This is an optimization exercise on Yosys and OpenROAD, whose aim is small area, a short achievable clock period and few clock cycles, not a production implementation.
The RTL was checked by simulation tests, not by an equivalence proof against the original design.

// M1
module M1 (
		input logic clk,
		input logic reset,
		input logic M1_start,
		input logic [15:0] SRAM_read_data,
		output logic [17:0] M1_SRAM_Address,
		output logic [15:0] M1_SRAM_write_data,
		output logic M1_Status,
		output logic M1_SRAM_we_n
);
localparam logic [17:0] U_START_ADDRESS = 18'd38400, V_START_ADDRESS = 18'd57600,
                        RGB_START_ADDRESS = 18'd146944;
logic        run, lead, done;    
logic [9:0]  pq;          
logic        dummy;       
logic        first;       
logic [6:0]  k;           
logic [15:0] yc;          
logic [17:0] ra;          
logic        chv;         
logic        start_r;
logic [7:0]  wu0, wu1, wu2, wu3, wu4, wu5, bufu;
logic [7:0]  wv0, wv1, wv2, wv3, wv4, wv5, bufv;
logic [7:0]  yb;          
logic [7:0]  yl;          
logic [22:0] yt;          
logic [8:0]  pu, pv;      
logic        qu, qv;      
logic [8:0]  pa, pb, pc;  
logic [20:0] ft;          
logic [70:0] res;         
logic [7:0]  b0h;
wire idle = ~run & ~lead & ~done;
wire p0 = pq[0], p1 = pq[1], p2 = pq[2], p3 = pq[3], p4 = pq[4];
wire p5 = pq[5], p6 = pq[6], p7 = pq[7], p8 = pq[8], p9 = pq[9];
wire inrow = (k <= 7'd77);      
wire last_grp = (k == 7'd79);
wire tail = (k == 7'd80);
wire last_row = (yc >= 16'd38400);
wire to_lead = dummy | (last_grp & ~last_row);
wire ys_1 = yb[7] ^ yb[5];
wire ys_2 = yb[7] & yb[5];
wire ys_3 = yb[6] ^ yb[4];
wire ys_4 = yb[6] & yb[4];
wire ys_5 = yb[7] ^ yb[5];
wire ys_6 = yb[7] & yb[5];
wire ys_7 = yb[4] ^ yb[2];
wire ys_8 = yb[4] & yb[2];
wire ys_9 = yb[5] ^ yb[3] ^ yb[1];
wire ys_10 = (yb[5] & yb[3]) | (yb[5] & yb[1]) | (yb[3] & yb[1]);
wire ys_11 = yb[6] ^ yb[4] ^ yb[2];
wire ys_12 = (yb[6] & yb[4]) | (yb[6] & yb[2]) | (yb[4] & yb[2]);
wire ys_13 = ~(yb[3] ^ yb[0]);
wire ys_14 = yb[3] | yb[0];
  ...
Settings: LEC_CHECK=0, CAP_MARGIN=20, CORE_MARGIN=2, CORE_UTILIZATION=50, SLEW_MARGIN=20; clock period 13.0 ns.
run.sh (not shown) runs the stock make flow with config.mk's settings and CLKGATE_MAP_FILE= SYNTH_SCRIPT=/design/flow/synth_recipe.tcl, a recipe that flattens the netlist after the stock synthesis.
Testbench counts at the start, summed over its fixed seeds: cycles 1,165,026.
Next try:
CORE_UTILIZATION = 75   (was 50)
The new run completed without violations.
Register-to-register slack gets better by 70 ps.
Count of clock-buffer cells in the layout fell by 4.
Core utilization rose by 26 points.
Die area fell by a quarter to a third.
Next try:
CORE_UTILIZATION = 50   (was 75)
CTS_BUF_LIST = sky130_fd_sc_hd__clkbuf_8   (was not set)
Result: The new run passed the timing, DRC and antenna checks; setup slack loses 140 ps; routed wire length goes down by 0.63%; core utilization decreases by 26 points; sequential cell count does not change; design area increases by 1.8%; synthesized area does not change; first-iteration DRC count shrinks by 50%; synthesized cell count stays the same.

========
## wip/violet
M1, a different RTL version from the one above (not shown whole).
Size in the first run: ~2700 cells after synthesis, ~400 flip-flops.
make LEC_CHECK=0 ABC_AREA=1 CAP_MARGIN=20 CORE_MARGIN=2 CORE_UTILIZATION=75 CTS_CLUSTER_DIAMETER=100 CTS_CLUSTER_SIZE=24 SLEW_MARGIN=20 finish   # period 13.0 ns
Testbench counts of wip/violet, summed over its fixed seeds: cycles 1,165,026.
The following lists how wip/zinc was set up differently from wip/violet:
--- a/flow/config.mk
+++ b/flow/config.mk
@@ -7,6 +7,5 @@
 export LEC_CHECK = 0
-export ABC_AREA = 1
 export CAP_MARGIN = 20
 export CORE_MARGIN = 2
-export CORE_UTILIZATION = 75
+export CORE_UTILIZATION = 80
 export CTS_CLUSTER_DIAMETER = 100
Findings:
Relative area change from synthesis to final layout in wip/zinc vs wip/violet: up 0.19 points
Die: wip/zinc smaller than wip/violet
wip/violet → wip/zinc: wire length on met2 lower, worst slew slack as a fraction of its limit higher.
| instance count of the mapped netlist | higher: wip/violet |
diff inputs: wip/zinc => wip/cedar
--- a/flow/config.mk
+++ b/flow/config.mk
@@ -9,3 +9,3 @@
 export CORE_MARGIN = 2
-export CORE_UTILIZATION = 80
+export CORE_UTILIZATION = 75
 export CTS_CLUSTER_DIAMETER = 100
--- outcome ---
Longest individual stage delay on the worst path ends up lower on wip/cedar. Against wip/zinc, routability congestion estimate from global placement in wip/cedar rose slightly. Between wip/zinc and wip/cedar, the difference in worst slack on hold paths is negligible. The run showing the greater wire length is wip/zinc. Across both runs, row count was higher for wip/cedar than for wip/zinc.
--- input diff wip/cedar..wip/raven ---
--- a/flow/config.mk
+++ b/flow/config.mk
@@ -10,4 +10,4 @@
 export CORE_UTILIZATION = 75
-export CTS_CLUSTER_DIAMETER = 100
-export CTS_CLUSTER_SIZE = 24
+export CTS_CLUSTER_DIAMETER = 110
+export CTS_CLUSTER_SIZE = 28
 export SLEW_MARGIN = 20
==> summary.txt <==
When wip/raven is set beside wip/cedar, its total of fill cells in the finished design turns out to be 0.57% larger. wip/cedar -> wip/raven: timing-limited maximum frequency flat. wip/raven -> wip/cedar: sequential cell area share flat. Taking wip/cedar as the reference, in wip/raven routed wire length now sits at about the same level; first-pass GRT wire length dropped about 0.9%; number of vias per cell after detailed routing roughly the same; design area ~0 delta. Summary of wip/raven over wip/cedar: met3 wirelength from detailed routing went down 4.5%; total iterations of the first detailed-routing run now sits higher.

========
Another version of the RTL of M1 (not shown whole).
For scale: roughly 55 I/O pins, ~25000 sq um of cells after synthesis.
export LEC_CHECK = 0
export CAP_MARGIN = 20
export CORE_MARGIN = 2
export CORE_UTILIZATION = 70
export CTS_CLUSTER_DIAMETER = 90
export CTS_CLUSTER_SIZE = 30
export SLEW_MARGIN = 20
create_clock -name core_clock -period 13.0 [get_ports {clk}]
The first run produced a clean layout.
Testbench counts at the start, summed over its fixed seeds: cycles 1,165,026.
==> next run, changes <==
--- a/flow/config.mk
+++ b/flow/config.mk
@@ -10,3 +10,3 @@
-export CORE_UTILIZATION = 70
-export CTS_CLUSTER_DIAMETER = 90
-export CTS_CLUSTER_SIZE = 30
+export CORE_UTILIZATION = 75
+export CTS_CLUSTER_DIAMETER = 100
+export CTS_CLUSTER_SIZE = 24
After rerunning: The changed run passed the timing, DRC and antenna checks. First-iteration DRC count went up by 11%. Cell area stays flat. Wire length rose by 1.8%. Worst hold slack gains 0.016 ns. Area after synthesis does not change. Count of clock-buffer cells in the layout went up by 5.
==> next run, changes <==
--- a/flow/config.mk
+++ b/flow/config.mk
@@ -11,2 +10,0 @@
-export CTS_CLUSTER_DIAMETER = 100
-export CTS_CLUSTER_SIZE = 24
What happened:
- worst setup slack hardly moves
- wire length climbs by 5.0%
- critical path depth climbs by 14
- global-route usage climbs by 1.8 points
- non-clock buffer count does not change
- clock-buffer cell count climbs by 25
- register-to-register slack degrades by 0.02 ns
- die area does not change

========
== v15 ==
M1, a different RTL version from the one above (not shown whole).
Size: roughly 2,100 cells after synthesis, about 400 flip-flops, about 55 I/O pins, about 25,000 µm² of cells after synthesis.
clock: 13.0 ns
lec_check: 0
cap_margin: 20
core_margin: 2
core_utilization: 78
cts_cluster_diameter: 100
cts_cluster_size: 24
slew_margin: 20
v15: full flow OK, the timing, DRC and antenna checks passed
Testbench counts of v15, summed over its fixed seeds: cycles 1,165,026.
> inputs changed (v15 -> v31)
- a change of CORE_UTILIZATION from 78 to 70
Results
STATUS final critical path time including I/O delays and setup: v31 wins against v15
Layout filler cell count (v31 vs. v15) increases by more than a quarter
Summary: wire length, v31 better than v15
v31 ended with less final core utilization than v15.
Taking v15 as the reference, in v31 setup slack after layout rose 8.7 ps; worst-case setup slack after placement fell 17 ps; die height rose 9.9 µm.
For v48, these inputs were changed with respect to v31:
- swapping 70 for 75 in CORE_UTILIZATION
[summary]
Looking at endpoint of the most critical setup path, the M1_Status result is from v31; the M1_SRAM_write_data[1] one comes from v48. Number of cells after detailed placement shrinks slightly when moving from v31 to v48. Changes observed in v48 relative to v31: area of combinational cells with multiple inputs flat, final estimated routing congestion in global placement up about 1.9%.

========
M1, a different RTL version from the one above (not shown whole).
For scale: roughly 55 I/O pins, ~23,000 µm² of cells after synthesis.
export LEC_CHECK = 0
export CAP_MARGIN = 20
export CORE_MARGIN = 2
export CORE_UTILIZATION = 60
export SLEW_MARGIN = 20
create_clock -name core_clock -period 13.0 [get_ports {clk}]
Testbench counts at the start, summed over its fixed seeds: cycles 1,166,424.
Change:
Settings changed: CORE_UTILIZATION 60 to 40.
Area after synthesis does not change.
Clock-buffer cell count climbs by 6.
Final area climbs by 0.58%.
Wire length climbs by 2.4%.
Utilization drops by 22 points.
Synthesized cell count does not change.
First-iteration DRC count drops by 18%.
Clock skew is about the same.
Non-clock buffer count drops by 2.

========
## job 9598
M1, a different RTL version from the one above (not shown whole).
For scale: about 2,200 cells after synthesis, roughly 390 flip-flops, about 55 I/O pins, roughly 25,000 sq um of cells after synthesis.
export LEC_CHECK = 0
export CAP_MARGIN = 0
export CORE_MARGIN = 2
export CORE_UTILIZATION = 75
export CTS_CLUSTER_DIAMETER = 100
export CTS_CLUSTER_SIZE = 24
export SLEW_MARGIN = 0
create_clock -name core_clock -period 13.0 [get_ports {clk}]
Testbench counts of job 9598, summed over its fixed seeds: cycles 1,165,026.
--- input diff job 9598..job 7006 ---
# job 9598
export LEC_CHECK = 0
export CAP_MARGIN = 0
export CORE_MARGIN = 2
export CORE_UTILIZATION = 75
export CTS_CLUSTER_DIAMETER = 100
export CTS_CLUSTER_SIZE = 24
export SLEW_MARGIN = 0
create_clock -name core_clock -period 13.0 [get_ports {clk}]
# job 7006
export LEC_CHECK = 0
export CAP_MARGIN = 20
export CORE_MARGIN = 2
export CORE_UTILIZATION = 75
export CTS_CLUSTER_DIAMETER = 100
export CTS_CLUSTER_SIZE = 24
export SLEW_MARGIN = 20
create_clock -name core_clock -period 13.0 [get_ports {clk}]
Results
Comparing job 9598 with job 7006, the non-filler instance count after layout came out essentially unchanged.
Reported for job 7006 and job 9598, number of placed cells counting well taps turned out identical to the last digit.
Re maximum fanout along the worst path: no difference whatsoever between job 7006 and job 9598.
Area taken by flip-flops and latches: job 9598 vs job 7006 identical
The worst setup slack on job 7006 is in line with that on job 9598.
Changes observed in job 7006 relative to job 9598: area added between synthesis and finish roughly the same; routed length on met1 higher.
Here is what was changed in the inputs of job 4543 compared with job 7006.
# job 7006
export LEC_CHECK = 0
export CAP_MARGIN = 20
export CORE_MARGIN = 2
export CORE_UTILIZATION = 75
export CTS_CLUSTER_DIAMETER = 100
export CTS_CLUSTER_SIZE = 24
export SLEW_MARGIN = 20
create_clock -name core_clock -period 13.0 [get_ports {clk}]
# job 4543
export LEC_CHECK = 0
export CAP_MARGIN = 20
export CORE_MARGIN = 2
export CORE_UTILIZATION = 75
export CTS_CLUSTER_DIAMETER = 120
export CTS_CLUSTER_SIZE = 28
export SLEW_MARGIN = 20
create_clock -name core_clock -period 13.0 [get_ports {clk}]
## What came out
- Every stage of the flow completed for job 4543, and the final layout passed the timing, DRC and antenna checks.
- Global-route wire length before repair (job 4543 vs. job 7006) decreases slightly
- Taking job 7006 as the reference, in job 4543 via count grew by 62, inverter count held steady, sequential share of cell area held steady.

-- port drivers added, routing unchanged --
Ports are ideal in the flow. The routed layouts listed here were re-timed in OpenROAD. Step 1 sets driving cells, clkbuf_16 on the clock port and buf_2 on the other inputs (assumed; they add their load-dependent delay and slew). Step 2 adds t to the input delays and takes it off the output delays; t is the mean of the earliest and latest rising clock arrival at the registers after step 1. Input paths then give back, and output paths get back, about the clock's delay inside the block. Slacks: ideal ports / drivers / drivers and shift; pairs: ideal ports / drivers.
run | t (ns) | setup slack, ns | worst data-port slew with drivers (ns)
the first run of note 1 | 0.633 | 8.827 / 8.767 / 9.065 | 0.04
the second run of note 1 | 0.623 | 8.918 / 8.864 / 9.137 | 0.05
the third run of note 1 | 0.695 | 8.782 / 8.729 / 9.050 | 0.04
wip/violet | 0.595 | 8.973 / 8.917 / 9.284 | 0.04
wip/zinc | 0.595 | 8.966 / 8.914 / 9.051 | 0.06
wip/cedar | 0.594 | 8.963 / 8.908 / 9.030 | 0.06
wip/raven | 0.597 | 8.967 / 8.911 / 9.052 | 0.06
the first run of note 3 | 0.593 | 8.965 / 8.906 / 8.966 | 0.04
the second run of note 3 | 0.587 | 8.954 / 8.899 / 8.977 | 0.04
the third run of note 3 | 0.594 | 8.955 / 8.908 / 8.955 | 0.05
v15 | 0.595 | 8.970 / 8.914 / 9.122 | 0.05
v31 | 0.598 | 8.978 / 8.922 / 9.104 | 0.05
v48 | 0.593 | 8.980 / 8.925 / 9.162 | 0.05
the first run of note 5 | 0.609 | 5.631 / 5.631 / 5.631 | 0.07
the second run of note 5 | 0.598 | 5.732 / 5.732 / 5.732 | 0.06
job 9598 | 0.590 | 8.665 / 8.665 / 8.665 | 0.04
job 7006 | 0.593 | 8.664 / 8.664 / 8.664 | 0.04
job 4543 | 0.587 | 8.657 / 8.657 / 8.657 | 0.04
After both steps setup and hold are still met in every run listed.
